This is an optimization exercise on Yosys and OpenROAD, whose aim is small area, not a production implementation. The RTL was checked by simulation tests, not by an equivalence proof against the original design.

<file path="design/flow/config.mk">
export PLATFORM = sky130hd
export DESIGN_NAME = danmaku_engine
export DESIGN_NICKNAME = danmaku_engine
export VERILOG_FILES = /design/flow/design.v
export SDC_FILE = /design/flow/constraint.sdc
export NUM_CORES = 4
export LEC_CHECK = 0
export CAP_MARGIN = 20
export CORE_MARGIN = 2
export CORE_UTILIZATION = 40
export PLACE_DENSITY = 0.6
export SLEW_MARGIN = 20
</file>
<file path="design/flow/constraint.sdc">
create_clock -name core_clock -period 60.0 [get_ports {clk}]
set_input_delay 12.0000 -clock core_clock [delete_from_list [all_inputs] [get_ports {clk}]]
set_output_delay 12.0000 -clock core_clock [all_outputs]
set_load 0.01 [all_outputs]
</file>
<file path="design/flow/design.v">
`timescale 1ns / 1ps
module game_state(
    input wire clk,
    input wire reset,
    input wire tick,
    input wire start_game,
    input wire game_over,
    input wire restart,
    output reg [1:0] state
    );
    localparam
        GAME_INITIAL = 2'd0,
        GAME_PLAYING = 2'd1,
        GAME_OVER    = 2'd2;
    reg [1:0] next_state;
    always @ (posedge clk) begin
        if (reset)
            state <= GAME_INITIAL;
        else if (tick)
            state <= next_state;
    end
    always @ (*) begin
        next_state = state;
        case (state)
            GAME_INITIAL: begin
                if (start_game & ~restart)
                    next_state = GAME_PLAYING;
            end
            GAME_PLAYING: begin
                if (game_over)
                    next_state = GAME_OVER;
                else if (restart)
                    next_state = GAME_INITIAL;
            end
            GAME_OVER: begin
                if (restart)
                    next_state = GAME_INITIAL;
            end
        endcase
    end
endmodule
`timescale 1ns / 1ps
module bird(
    input wire clk,
    input wire reset,
    input wire tick,
    input wire rst,
    input wire start,
    input wire kill,
    input wire jump,
    input wire fall,
    output wire [9:0] x,
    output reg  [8:0] y,
    output reg  [2:0] state,
    output reg  [1:0] animation_state
    );
    localparam
        BIRD_INITIAL    = 3'd0,
        BIRD_ASCENDING  = 3'd1,
        BIRD_DESCENDING = 3'd2,
        BIRD_JUMPING    = 3'd3,  
        BIRD_FALLING    = 3'd4,  
        BIRD_DYING      = 3'd5;
    localparam
        BIRD_ANIMATION_WING_UP   = 2'd0,
        BIRD_ANIMATION_WING_MID  = 2'd1,
        BIRD_ANIMATION_WING_DOWN = 2'd2,
        BIRD_ANIMATION_DEAD      = 2'd3;
    localparam
        BIRD_INITIAL_X = 100,
        BIRD_INITIAL_Y = 180;
    localparam a_10x = 1;
    localparam DESCEND = 0, ASCEND = 1;
    reg [2:0] next_state;
    reg [4:0] animation_counter;
    reg [31:0] vy_10x;
    wire [31:0] vy = vy_10x / 10;
    assign x = BIRD_INITIAL_X;
    always @ (posedge clk) begin
        if (reset) begin
            state <= BIRD_INITIAL;
            y <= BIRD_INITIAL_Y;
            animation_counter <= 0;
            vy_10x <= 0;
        end
        else if (tick) begin
            state <= next_state;
            case (state)
                BIRD_INITIAL: begin
                    y <= BIRD_INITIAL_Y;
                    animation_counter <= animation_counter + 1;
                    vy_10x <= 0;
                end
                BIRD_ASCENDING: begin
                    animation_counter <= animation_counter + 1;
                    if (y * 10 < vy_10x) begin
                        y <= 0;
                        vy_10x <= 0;
                    end
                    else begin
                        vy_10x <= vy_10x - a_10x;
                        y <= y - vy;
                    end
                end
                BIRD_DESCENDING: begin
                    animation_counter <= animation_counter + 1;
                    if (y + vy > 376)
                        vy_10x <= 9 * (vy_10x - a_10x) / 10;
                    else begin
                        vy_10x <= vy_10x + a_10x;
                        y <= y + vy;
                    end
                end
                BIRD_JUMPING: begin
                    animation_counter <= animation_counter + 1;
                    if (y * 10 < vy_10x) begin
                        y <= 0;
                        vy_10x <= 0;
                    end
                    else begin
                        vy_10x <= 50;
                        y <= y - vy;
                    end
                end
                BIRD_FALLING: begin
                    animation_counter <= animation_counter + 1;
                    if (y + vy > 376)
                        vy_10x <= 9 * (vy_10x - a_10x) / 10;
                    else begin
                        vy_10x <= 30;
                        y <= y + vy;
                    end
                end
                BIRD_DYING: begin
                    if (y + vy > 376) begin
                        y <= 376;
                        vy_10x <= 0;
                    end
                    else begin
                        y <= y + vy;
                        vy_10x <= vy_10x + a_10x;
                    end
                end
            endcase
        end
    end
    always @ (*) begin
        if (state == BIRD_DYING)
            animation_state = BIRD_ANIMATION_DEAD;
        else begin
            case (animation_counter[4:3])
                2'd0: animation_state = BIRD_ANIMATION_WING_UP;
                2'd1: animation_state = BIRD_ANIMATION_WING_MID;
                2'd2: animation_state = BIRD_ANIMATION_WING_DOWN;
                2'd3: animation_state = BIRD_ANIMATION_WING_MID;
            endcase
        end
    end
    always @ (*) begin
        next_state = state;
        case (state)
            BIRD_INITIAL: begin
                if (start & ~rst)
                    next_state = BIRD_DESCENDING;
            end
            BIRD_ASCENDING: begin
                if (rst)
                    next_state = BIRD_INITIAL;
                else if (kill)
                    next_state = BIRD_DYING;
                else if (jump)
                    next_state = BIRD_JUMPING;
                else if (fall)
                    next_state = BIRD_FALLING;
                else if (vy_10x < 4)
                    next_state = BIRD_DESCENDING;
                else if (y * 10 < vy_10x)
                    next_state = BIRD_DESCENDING;
            end
            BIRD_DESCENDING: begin
                if (rst)
                    next_state = BIRD_INITIAL;
                else if (kill)
                    next_state = BIRD_DYING;
                else if (jump)
                    next_state = BIRD_JUMPING;
                else if (fall)
                    next_state = BIRD_FALLING;
                else if (y + vy > 376)
                    next_state = BIRD_ASCENDING;
            end
            BIRD_JUMPING: begin
                if (rst)
                    next_state = BIRD_INITIAL;
                else if (kill)
                    next_state = BIRD_DYING;
                next_state = BIRD_ASCENDING;
            end
            BIRD_FALLING: begin
                if (rst)
                    next_state = BIRD_INITIAL;
                else if (kill)
                    next_state = BIRD_DYING;
                next_state = BIRD_DESCENDING;
            end
            BIRD_DYING: begin
                if (rst)
                    next_state = BIRD_INITIAL;
            end
        endcase
    end
endmodule
`timescale 1ns / 1ps
module target(
    input wire clk,
    input wire reset,
    input wire tick,
    input wire rst,
    input wire start,
    input wire [2:0] din,
    input wire shot,
    output wire [9:0] x,
    output reg  [8:0] y,
    output reg  [1:0] state,
    output reg  [1:0] animation_state
    );
    localparam
        TARGET_INITIAL = 2'd0,
        TARGET_FLYING  = 2'd1,
        TARGET_DYING   = 2'd2;
    localparam
        TARGET_ANIMATION_WING_UP   = 2'd0,
        TARGET_ANIMATION_WING_MID  = 2'd1,
        TARGET_ANIMATION_WING_DOWN = 2'd2,
        TARGET_ANIMATION_DEAD      = 2'd3;
    localparam
        TARGET_INITIAL_X_OFFSET = 10'd674;
    localparam a_10x = 1;
    localparam vx_flying = 3, vx_dying = 2;
    wire [8:0] y_data = {6'd0, din} * 9'd40 + 9'd48;
    reg [1:0] next_state;
    reg [9:0] x_offset;
    reg [4:0] animation_counter;
    reg [31:0] vy_10x;
    assign x = x_offset - 10'd34;
    always @ (posedge clk) begin
        if (reset) begin
            state <= TARGET_INITIAL;
            y <= 0;
            x_offset <= TARGET_INITIAL_X_OFFSET;
            animation_counter <= 0;
            vy_10x <= 0;
        end
        else if (tick) begin
            state <= next_state;
            case (state)
                TARGET_INITIAL: begin
                    y <= y_data;
                    x_offset <= TARGET_INITIAL_X_OFFSET;
                    animation_counter <= 0;
                    vy_10x <= 0;
                end
                TARGET_FLYING: begin
                    animation_counter <= animation_counter + 1;
                    x_offset <= x_offset - vx_flying;
                end
                TARGET_DYING: begin
                    y <= y + (vy_10x / 10);
                    vy_10x <= vy_10x + a_10x;
                    x_offset <= x_offset - vx_dying;
                end
            endcase
        end
    end
    always @ (*) begin
        if (state == TARGET_DYING)
            animation_state = TARGET_ANIMATION_DEAD;
        else begin
            case (animation_counter[4:3])
                2'd0: animation_state = TARGET_ANIMATION_WING_UP;
                2'd1: animation_state = TARGET_ANIMATION_WING_MID;
                2'd2: animation_state = TARGET_ANIMATION_WING_DOWN;
                2'd3: animation_state = TARGET_ANIMATION_WING_MID;
            endcase
        end
    end
    always @ (*) begin
        next_state = state;
        case (state)
            TARGET_INITIAL: begin
                if (start & ~rst)
                    next_state = TARGET_FLYING;
            end
            TARGET_FLYING: begin
                if (rst)
                    next_state = TARGET_INITIAL;
                else if (x_offset <= 3 || y >= 400 || (y != 48 && y != 88 && y != 128 && y != 168 && y != 208 && y != 248 && y != 288 && y != 328))
                    next_state = TARGET_INITIAL;
                else if (shot)
                    next_state = TARGET_DYING;
            end
            TARGET_DYING: begin
                if (rst)
                    next_state = TARGET_INITIAL;
                else if (x_offset <= 3 || y >= 400)
                    next_state = TARGET_INITIAL;
            end
        endcase
    end
endmodule
`timescale 1ns / 1ps
module bullet(
    input wire clk,
    input wire reset,
    input wire tick,
    input wire rst,
    input wire fire,
    input wire [9:0] x_din,
    input wire [8:0] y_din,
    input wire [7:0] vx_din_16x,
    input wire signed [12:0] vy_din_16x,
    output wire [9:0] x,
    output wire [8:0] y,
    output reg state
    );
    localparam
        BULLET_INITIAL = 1'b0,
        BULLET_FIRING  = 1'b1;
    assign x = x_16x[13:4];
    assign y = y_16x[12:4];
    reg [7:0] vx_16x;
    reg signed [12:0] vy_16x;
    reg [13:0] x_16x;
    reg [12:0] y_16x;
    reg next_state;
    always @ (posedge clk) begin
        if (reset) begin
            state <= BULLET_INITIAL;
            x_16x <= 0;
            y_16x <= 0;
            vx_16x <= 0;
            vy_16x <= 0;
        end
        else if (tick) begin
            state <= next_state;
            case (state)
                BULLET_INITIAL: begin
                    x_16x <= {x_din, 4'h0};
                    y_16x <= {y_din, 4'h0};
                    vx_16x <= vx_din_16x;
                    vy_16x <= vy_din_16x;
                end
                BULLET_FIRING: begin
                    x_16x <= x_16x + vx_16x;
                    y_16x <= y_16x + vy_16x;
                end
            endcase
        end
    end
    always @ (*) begin
        next_state = state;
        case (state)
            BULLET_INITIAL: begin
                if (fire & ~rst)
                    next_state = BULLET_FIRING;
            end
            BULLET_FIRING: begin
                if (rst)
                    next_state = BULLET_INITIAL;
                if (x >= 640 || y >= 400)
                    next_state = BULLET_INITIAL;
            end
        endcase
    end
endmodule
`timescale 1ns / 1ps
module score_counter(clk, reset, tick, rst, data, number);
    parameter WIDTH = 6;
    input wire clk;
    input wire reset;
    input wire tick;
    input wire rst;
    input wire [WIDTH-1:0] data;
    output reg [31:0] number;  
    reg [31:0] number_dec;
    reg [WIDTH-1:0] sampling [0:1];
    always @ (posedge clk) begin
        if (reset) begin
            sampling[1] <= 0;
            sampling[0] <= 0;
        end
        else if (tick) begin
            sampling[1] <= sampling[0];
            sampling[0] <= data;
        end
    end
    wire [WIDTH-1:0] posedge_data;
    assign posedge_data =
        sampling[0] & ~sampling[1];
    reg [31:0] popcount;
    integer i;
    always @ (*) begin
        popcount = 0;
        for (i = 0; i < WIDTH; i = i + 1)
            popcount = popcount + posedge_data[i];
    end
    always @ (posedge clk) begin
        if (reset)
            number_dec <= 0;
        else if (tick) begin
            if (rst)
                number_dec <= 0;
            else
                number_dec <= number_dec + popcount;
        end
    end
    reg [63:0] bcd;
    integer j, d;
    always @ (*) begin
        bcd = 64'd0;
        for (j = 31; j >= 0; j = j - 1) begin
            for (d = 0; d < 10; d = d + 1)
                if (bcd[d*4 +: 4] >= 4'd5)
                    bcd[d*4 +: 4] = bcd[d*4 +: 4] + 4'd3;
            bcd = {bcd[62:0], number_dec[j]};
        end
        number = bcd[31:0];
    end
endmodule
`timescale 1ns / 1ps
module danmaku_engine(
    input wire clk,
    input wire rst,
    input wire tick,
    input wire key_valid,
    input wire [7:0] key_code,
    input wire [2:0] rnd,
    input wire [3:0] rd_sel,
    output wire [1:0] game_state,
    output wire [8:0] bird_y,
    output wire [2:0] bird_state,
    output wire [1:0] bird_anim,
    output wire [31:0] score_bcd,
    output reg [22:0] rd_data
    );
    localparam
        GAME_INITIAL = 2'd0,
        GAME_PLAYING = 2'd1,
        GAME_OVER    = 2'd2;
    wire start_game;
    wire game_over;
    wire restart;
    game_state game_state_handler (
        .clk(clk),
        .reset(rst),
        .tick(tick),
        .start_game(start_game),
        .game_over(game_over),
        .restart(restart),
        .state(game_state)
    );
    reg [4:0] slow_phase;
    wire slow_level = (slow_phase < 5'd13);
    wire slow_edge = tick && (slow_phase == 5'd24);
    always @ (posedge clk) begin
        if (rst)
            slow_phase <= 0;
        else if (tick)
            slow_phase <= (slow_phase == 5'd24) ? 5'd0 : slow_phase + 5'd1;
    end
    wire ps2_posedge_state = key_valid;
    wire [7:0] ps2_byte = key_code;
    wire keydown_ESC  = ps2_posedge_state && (ps2_byte == 8'h76);
    wire keydown_UP   = ps2_posedge_state && (ps2_byte == 8'h75);
    wire keydown_DOWN = ps2_posedge_state && (ps2_byte == 8'h72);
    assign start_game = ps2_posedge_state;
    assign restart = keydown_ESC;
    wire [9:0] bird_x;
    bird bird_instance (
        .clk(clk),
        .reset(rst),
        .tick(tick),
        .start(game_state == GAME_PLAYING),
        .rst(game_state == GAME_INITIAL),
        .kill(game_state == GAME_OVER),
        .jump(keydown_UP),
        .fall(keydown_DOWN),
        .x(bird_x), .y(bird_y),
        .state(bird_state),
        .animation_state(bird_anim)
    );
    localparam TARGET_NUM_MAX = 6;
    localparam
        TARGET_INITIAL = 2'd0,
        TARGET_FLYING  = 2'd1,
        TARGET_DYING   = 2'd2;
    reg [TARGET_NUM_MAX-1:0] target_start;
    wire target_shot [0:TARGET_NUM_MAX-1];
    wire [9:0] target_x [0:TARGET_NUM_MAX-1];
    wire [8:0] target_y [0:TARGET_NUM_MAX-1];
    wire [1:0] target_state [0:TARGET_NUM_MAX-1];
    wire [1:0] target_animation_state [0:TARGET_NUM_MAX-1];
    wire [TARGET_NUM_MAX-1:0] target_state_dying;
    generate
        genvar target_connection_index;
        for (target_connection_index = 0; target_connection_index < TARGET_NUM_MAX; target_connection_index = target_connection_index + 1)
        begin: target_connection
            target target_instance (
                .clk(clk),
                .reset(rst),
                .tick(tick),
                .rst(game_state == GAME_INITIAL),
                .start(target_start[target_connection_index] & slow_level & (game_state == GAME_PLAYING)),
                .din(rnd),
                .shot(target_shot[target_connection_index]),
                .x(target_x[target_connection_index]),
                .y(target_y[target_connection_index]),
                .state(target_state[target_connection_index]),
                .animation_state(target_animation_state[target_connection_index])
            );
            assign target_state_dying[target_connection_index] =
                (target_state[target_connection_index] == TARGET_DYING);
        end
    endgenerate
    always @ (posedge clk) begin
        if (rst)
            target_start <= {{(TARGET_NUM_MAX-1){1'b0}}, 1'b1};
        else if (slow_edge && game_state == GAME_PLAYING)
            target_start <= {target_start[TARGET_NUM_MAX-2:0], target_start[TARGET_NUM_MAX-1]};
    end
    score_counter #(.WIDTH(TARGET_NUM_MAX)) score_counter (
        .clk(clk),
        .reset(rst),
        .tick(tick),
        .rst(game_state == GAME_INITIAL),
        .data(target_state_dying),
        .number(score_bcd)
    );
    wire [9:0] bullet_initial_x = bird_x + 28;
    wire [8:0] bullet_initial_y = bird_y + 7;
    localparam  BULLET_NUM_MAX = 6;
    localparam
        BULLET_INITIAL = 1'b0,
        BULLET_FIRING  = 1'b1;
    localparam BULLET_GROUP_NUM = 3;
    reg [BULLET_NUM_MAX-1:0] bullet_fire;
    wire [7:0] bullet_vx_din_16x [0:BULLET_NUM_MAX-1];
    wire signed [12:0] bullet_vy_din_16x [0:BULLET_NUM_MAX-1];
    wire [9:0] bullet_x [0:BULLET_NUM_MAX-1];
    wire [8:0] bullet_y [0:BULLET_NUM_MAX-1];
    wire [0:BULLET_NUM_MAX-1] bullet_state;
    wire bullet_enable [0:BULLET_NUM_MAX/3-1];
    always @ (posedge clk) begin
        if (rst)
            bullet_fire <= 'b111;
        else if (slow_edge && game_state == GAME_PLAYING)
            bullet_fire <= {bullet_fire[BULLET_NUM_MAX-4:0], bullet_fire[BULLET_NUM_MAX-1:BULLET_NUM_MAX-3]};
    end
    generate
        genvar bullet_connection_index;
        for (bullet_connection_index = 0; bullet_connection_index < BULLET_NUM_MAX; bullet_connection_index = bullet_connection_index + 1)
        begin: bullet_connection
            bullet bullet_instance (
                .clk(clk),
                .reset(rst),
                .tick(tick),
                .fire(bullet_fire[bullet_connection_index] & bullet_enable[bullet_connection_index / 3] & (game_state == GAME_PLAYING)),
                .rst(game_state == GAME_INITIAL),
                .x_din(bullet_initial_x),
                .y_din(bullet_initial_y),
                .vx_din_16x(bullet_vx_din_16x[bullet_connection_index]),
                .vy_din_16x(bullet_vy_din_16x[bullet_connection_index]),
                .x(bullet_x[bullet_connection_index]),
                .y(bullet_y[bullet_connection_index]),
                .state(bullet_state[bullet_connection_index])
            );
        end
        for (bullet_connection_index = 0; bullet_connection_index < BULLET_NUM_MAX; bullet_connection_index = bullet_connection_index + 3)
        begin: bullet_connection_groups
            assign bullet_enable[bullet_connection_index / 3] =
                ~|bullet_state[bullet_connection_index+:3];
            assign bullet_vx_din_16x[bullet_connection_index    ] = 76;
            assign bullet_vy_din_16x[bullet_connection_index    ] = 25;
            assign bullet_vx_din_16x[bullet_connection_index + 1] = 80;
            assign bullet_vy_din_16x[bullet_connection_index + 1] = 0;
            assign bullet_vx_din_16x[bullet_connection_index + 2] = 76;
            assign bullet_vy_din_16x[bullet_connection_index + 2] = -25;
        end
    endgenerate
    reg [BULLET_NUM_MAX-1:0] target_intersect [0:TARGET_NUM_MAX-1];
    generate
        genvar target_intersect_index, bullet_intersect_index;
        for (target_intersect_index = 0; target_intersect_index != TARGET_NUM_MAX; target_intersect_index = target_intersect_index + 1)
        begin: target_intersect_generation
            for (bullet_intersect_index = 0; bullet_intersect_index != BULLET_NUM_MAX; bullet_intersect_index = bullet_intersect_index + 1)
            begin: target_intersect_generation_inner
                always @ (*) begin
                    target_intersect[target_intersect_index][bullet_intersect_index] =
                        (bullet_state[bullet_intersect_index] == BULLET_FIRING) && (
                        (bullet_x[bullet_intersect_index] >= target_x[target_intersect_index] + 4 &&
                         bullet_x[bullet_intersect_index] < target_x[target_intersect_index] + 30 &&
                         bullet_y[bullet_intersect_index] >= target_y[target_intersect_index] + 2 &&
                         bullet_y[bullet_intersect_index] < target_y[target_intersect_index] + 22) ||
                        (bullet_x[bullet_intersect_index] + 7 >= target_x[target_intersect_index] + 4 &&
                         bullet_x[bullet_intersect_index] + 7 < target_x[target_intersect_index] + 30 &&
                         bullet_y[bullet_intersect_index] >= target_y[target_intersect_index] + 2 &&
                         bullet_y[bullet_intersect_index] < target_y[target_intersect_index] + 22) ||
                        (bullet_x[bullet_intersect_index] >= target_x[target_intersect_index] + 4 &&
                         bullet_x[bullet_intersect_index] < target_x[target_intersect_index] + 30 &&
                         bullet_y[bullet_intersect_index] + 7 >= target_y[target_intersect_index] + 2 &&
                         bullet_y[bullet_intersect_index] + 7 < target_y[target_intersect_index] + 22) ||
                        (bullet_x[bullet_intersect_index] + 7 >= target_x[target_intersect_index] + 4 &&
                         bullet_x[bullet_intersect_index] + 7 < target_x[target_intersect_index] + 30 &&
                         bullet_y[bullet_intersect_index] + 7 >= target_y[target_intersect_index] + 2 &&
                         bullet_y[bullet_intersect_index] + 7 < target_y[target_intersect_index] + 22));
                end
            end
            assign target_shot[target_intersect_index] = |target_intersect[target_intersect_index];
        end
    endgenerate
    reg [TARGET_NUM_MAX-1:0] bird_collision;
    generate
        genvar target_collide_with_bird_index;
        for (target_collide_with_bird_index = 0; target_collide_with_bird_index != TARGET_NUM_MAX; target_collide_with_bird_index = target_collide_with_bird_index + 1)
        begin: bird_collision_generation
            always @ (*) begin
                bird_collision[target_collide_with_bird_index] =
                    (target_state[target_collide_with_bird_index] == TARGET_FLYING) && (
                    (bird_x + 4>= target_x[target_collide_with_bird_index] + 4 &&
                     bird_x + 4< target_x[target_collide_with_bird_index] + 30 &&
                     bird_y + 2>= target_y[target_collide_with_bird_index] + 2 &&
                     bird_y + 2< target_y[target_collide_with_bird_index] + 22) ||
                    (bird_x + 30>= target_x[target_collide_with_bird_index] + 4 &&
                     bird_x + 30 < target_x[target_collide_with_bird_index] + 30 &&
                     bird_y + 2>= target_y[target_collide_with_bird_index] + 2 &&
                     bird_y + 2< target_y[target_collide_with_bird_index] + 22) ||
                    (bird_x + 4>= target_x[target_collide_with_bird_index] + 4 &&
                     bird_x + 4< target_x[target_collide_with_bird_index] + 30 &&
                     bird_y + 22 >= target_y[target_collide_with_bird_index] + 2 &&
                     bird_y + 22 < target_y[target_collide_with_bird_index] + 22) ||
                    (bird_x + 30 >= target_x[target_collide_with_bird_index] + 4 &&
                     bird_x + 30 < target_x[target_collide_with_bird_index] + 30 &&
                     bird_y + 22 >= target_y[target_collide_with_bird_index] + 2 &&
                     bird_y + 22 < target_y[target_collide_with_bird_index] + 22));
            end
        end
    endgenerate
    assign game_over = |bird_collision;
    integer rd_index;
    always @ (*) begin
        rd_data = 23'd0;
        for (rd_index = 0; rd_index < TARGET_NUM_MAX; rd_index = rd_index + 1)
            if (rd_sel == rd_index)
                rd_data = {target_state[rd_index], target_animation_state[rd_index],
                           target_x[rd_index], target_y[rd_index]};
        for (rd_index = 0; rd_index < BULLET_NUM_MAX; rd_index = rd_index + 1)
            if (rd_sel == rd_index + TARGET_NUM_MAX)
                rd_data = {1'b0, bullet_state[rd_index], 2'b00,
                           bullet_x[rd_index], bullet_y[rd_index]};
    end
endmodule
</file>
<file path="design/flow/run.sh">
#!/bin/bash
# synth_recipe.tcl (not shown) runs the flow's synth.tcl, then flattens the netlist and writes it again
# the make line also repeats each setting of config.mk as NAME=value (left out here)
make -C /OpenROAD-flow-scripts/flow DESIGN_CONFIG=/design/flow/config.mk WORK_HOME=/design/flow/orfs CLKGATE_MAP_FILE= SYNTH_SCRIPT=/design/flow/synth_recipe.tcl finish
</file>
==> run summary <==
==> state kept, by name (all words and copies together), names as in the netlist <==
signal	flops
score_counter.sampling	12
slow_phase	5
score_counter.number_dec	32
bird_instance.state	3
target_connection.target_instance.x_offset	60
bird_instance.animation_counter	5
bird_instance.vy_10x	32
target_connection.target_instance.y	54
target_connection.target_instance.animation_counter	30
target_start	6
bullet_connection.bullet_instance.vy_16x	2
bullet_connection.bullet_instance.vx_16x	4
bullet_connection.bullet_instance.y_16x	70
bullet_fire	6
target_connection.target_instance.state	12
bird_instance.y	9
game_state_handler.state	2
target_connection.target_instance.vy_10x	192
bullet_connection.bullet_instance.state	6
bullet_connection.bullet_instance.x_16x	68
==> placed cells by master, fill, tap and decap left out, types with 86 or more instances in the layout <==
master and n:
mux2i_1 266, o31ai_1 93, and3_1 135, a31oi_1 149, nor4_1 111, dfxtp_1 608
nand2_1 1024, a21o_1 193, xnor2_1 593, and2_1 123, buf_4 550, a22oi_1 147
xor2_1 282, a21oi_1 1919, nand3_1 612, mux2_2 157, o211ai_1 179, o22ai_1 141
nand4_1 167, or2_2 97, o21a_1 383, a21boi_0 86, ha_1 3565, inv_1 825
nand2b_1 1095, clkdlybuf4s50_1 87, nor2_1 1360, o21ai_0 1474, a211oi_1 234, o32ai_1 92
or3_1 138, a211o_1 90, nor3_1 397, nor2b_1 983
==> final cells by class <==
cell class	count	area, µm²
antenna	14	35.0
inverter	919	3450
clock buffer	111	2390
tap	5016	6280
sequential	610	12200
multi-input combinational	17800	134000
timing repair buffer	645	5100
fill	38400	215000
clock inverter	41	641
==> per-layer routing <==
| layer | global-route usage [%] | vias to the layer above |
|---|---|---|
| li1 | - | 74400 |
| met3 | 5.26 | 1280 |
| met1 | 37.3 | 71200 |
| met4 | 15.1 | 22 |
| met2 | 44.1 | 5310 |
| met5 | 0.0884 | - |
==> worst register-to-register path, delay by kind of cell, from the launching register on <==
| family | cells | cell delay (ns) |
|---|---|---|
| AO/OA/AOI/OAI | 37 | 10.17 |
| AND/OR/NAND/NOR | 14 | 4.38 |
| adder cells (fa/ha/maj) | 4 | 1.45 |
| multiplexers | 5 | 1.31 |
| buffers and inverters | 6 | 1.09 |
| XOR/XNOR | 3 | 1.08 |
| flip-flops | 1 | 0.69 |
==> stage by stage <==
| step | util (%) | hold slack, ns | cell area, µm² |
|---|---|---|---|
| after CTS | 43.2 | 0.489 | 164000 |
| after detailed placement | 42.4 | 0.475 | 161000 |
| final | 43.3 | 0.484 | 164000 |
| after global routing | 43.3 | 0.509 | 164000 |
| after floorplan | - | 0.451 | 152000 |
| after global placement | 42.4 | 0.462 | 160000 |
==> worst min-delay path by stage <==
stage / from / depth (start not counted) / to / slack (ns)
CTS: score_counter.sampling[1][4] / 2 / score_counter.sampling[1][4] / 0.49
detailed placement: score_counter.sampling[1][4] / 2 / score_counter.sampling[1][4] / 0.47
global route: score_counter.sampling[1][4] / 2 / score_counter.sampling[1][4] / 0.51
finish: score_counter.sampling[1][4] / 2 / score_counter.sampling[1][4] / 0.48
global placement: score_counter.sampling[1][5] / 2 / score_counter.sampling[1][5] / 0.46
floorplan: score_counter.sampling[1][2] / 2 / score_counter.sampling[1][2] / 0.45
==> cells by family (layout without fill, tap and decap cells) <==
logic type	after synthesis	count (layout)	share of synthesized area (%)
xor+xnor	911	911	5.34
fa+ha+maj	3617	3617	29.8
flops	610	610	8.04
buf+inv	1696	1716	4.25
simple gates	6575	6575	22.7
compound gates	6257	6257	26.5
mux	464	464	3.35
other cells	0	14	0
==> summary.md <==
| Metric | Value |
|---|---|
| Worst slew margin | 15.9% |
| Final worst slack | 9.91 ns |
| Commonest cells post-synth | 3566 x ha_1, 1919 x a21oi_1, 1478 x o21ai_0 |
| Initial core utilization | 40.1% |
| Critical Path Slowest Stage Cell | a311oi_2 |
| Cell taking the most area after synthesis | ha_1 |
| Clk_skew | 0.0851 ns |
| Tmin final | 50.09 ns |
| Remaining DRCs | 0 |
| Synth Warn # | 9 |
| Via-to-Cell Ratio | 6.05 |
| Synth Flop Type | dfxtp_1 |
| # rows | 226 |
| R2r worst-path depth | 69 |
| Largest delay share family, worst path | simple AND/OR/NAND/NOR gates |
| Final period utilization | 83.5% |
| Mean Syn Cell Area | 7.55 µm² |
| RR Endpoint | bird_instance.y[4] |
| Final setup vio count | 0 |
| Post-Syn Area | 152000 µm² |
| R2R Setup Slk | 39.74 ns |
| Syn Nets | 23.7k |
| Hold buffers post-CTS | 0 |
| Fmax | 20.0 MHz |
| Share of the synthesized area in the top cell type | 29.4% |
| Cells after Synth | 20.1k |
| H-tree Lvls | 3 |
| Worst R2R Start | bird_instance.vy_10x[28] |
| Slew Viols, Final | 0 |
| Latest clock arrival within the worst-skew pair | 0.78 ns |
| Number of cells on the critical path | 170 |
| Crit. Startpoint | score_counter.number_dec[29] |
| All-Layer GR Usage | 28.5% |
| Post-CTS Setup Bufs | 0 |
| Clock root buffer | clkbuf_16 |
| Placed Cells | 25.0k |
| Most frequent cell after synthesis | ha_1 |
| PortBufs | 89 |
| Library cells used by synthesis | 147 |
| Arr. time, crit path | 38.09 ns |
| Status | finished clean |
| Pre-CTS setup slack | 11.01 ns |
| RSZ-0062 raised after global routing | false |
| Detailed Route WL | 571000 µm |
| Area grow syn2layout | 7.79% |
| Final HPWL DP | 428000 µm |
| # IOs | 90 |
| Setup CP Type | reg -> out |
| Total Nets Final | 23.7k |
| First-pass DRT Iterations | 9 |
| Routed met1 length | 247000 µm |
| Max-Cap Viols | 0 |
| Req. time, crit path | 48.00 ns |
| Number of global-route vias before repair | 138k |
| Crit-path max cell delay | 0.51 ns |
| Die X | 620 µm |
| Num CTS Buffers | 84 |
| Die area | 385000 µm² |
| DR WL met2 | 241000 µm |
| TNS Setup | 0 ns |
| Met3 WL | 47100 µm |
| CTS Sinks | 610 |
| Seq cells post-synth | 610 |
| Final hold vios | 0 |
| PostCTS Resize Cnt | 0 |
| Gr ovfl total | 0 |
| WP buf/inv | 23 |
| Synth async-reset ratio | 0% |
| Die Y-Extent | 620 µm |
| Critical Path Sink | score_bcd[26] |
| Antenna violations before repair | 34 |
| Largest net degree at the start of global routing | 163 |
| DR WL/cell | 22.7 µm |
| CP max FO | 9 |
| Starting DRT DRC Count | 14.6k |
| Sequential area share after synthesis | 8.04% |
| ANT nets after route | 0 |
| Post-synth EDFFs | 0 |
| RD Place Congestion | 1.00 |
| Routed via count | 152k |
| Highest routing layer actually used | met5 |
| First-pass GRT wire length | 856000 µm |
| Top cells by area, synth | ha_1 29%, dfxtp_1 8.0%, a21oi_1 6.3%, o21ai_0 4.9%, nand2b_1 4.5% |
| Layout cells sized above 1 | 6.48% |
| CTS tree | built |
| Worst-margin pin slew | 1.26 ns |
| Reg clk slew, reported paths | 0.06 ns |
| Non-filler cells, final | 25.2k |
| Core Area | 378000 µm² |
| Startpoint types | flip-flop |
| Most used cell, CP | ha_1 |
| Max clock buf depth | 3 |
| Critical path capture point type | primary output |
| HP Class | reg -> reg |

-- re-timing with driven ports --
The results above use ideal ports. As a check the final layout listed here was re-extracted and re-timed, cells and wires unchanged. Step 1: set_driving_cell puts a clkbuf_16 on clk and a buf_2 on each other input, an assumption about the parent block. Step 2, shift: input delay + t, output delay - t, t = (earliest + latest rising clock arrival at the registers) / 2. This alone moves slack from input paths to output paths. Three values: ideal, step 1, step 2; two values: the first two.
t (ns): 0.838
setup WS [ns]: 9.912 / 9.814 / 10.652
hold WS [ns]: 0.484 / 0.484 / 0.484
worst setup path after step 2: register to output
worst slew at a driven data input, ns: 0.11
After both steps setup and hold are still met in this run. The setup slack of this run moves by -0.098 ns with the drivers and by +0.740 ns with both steps.
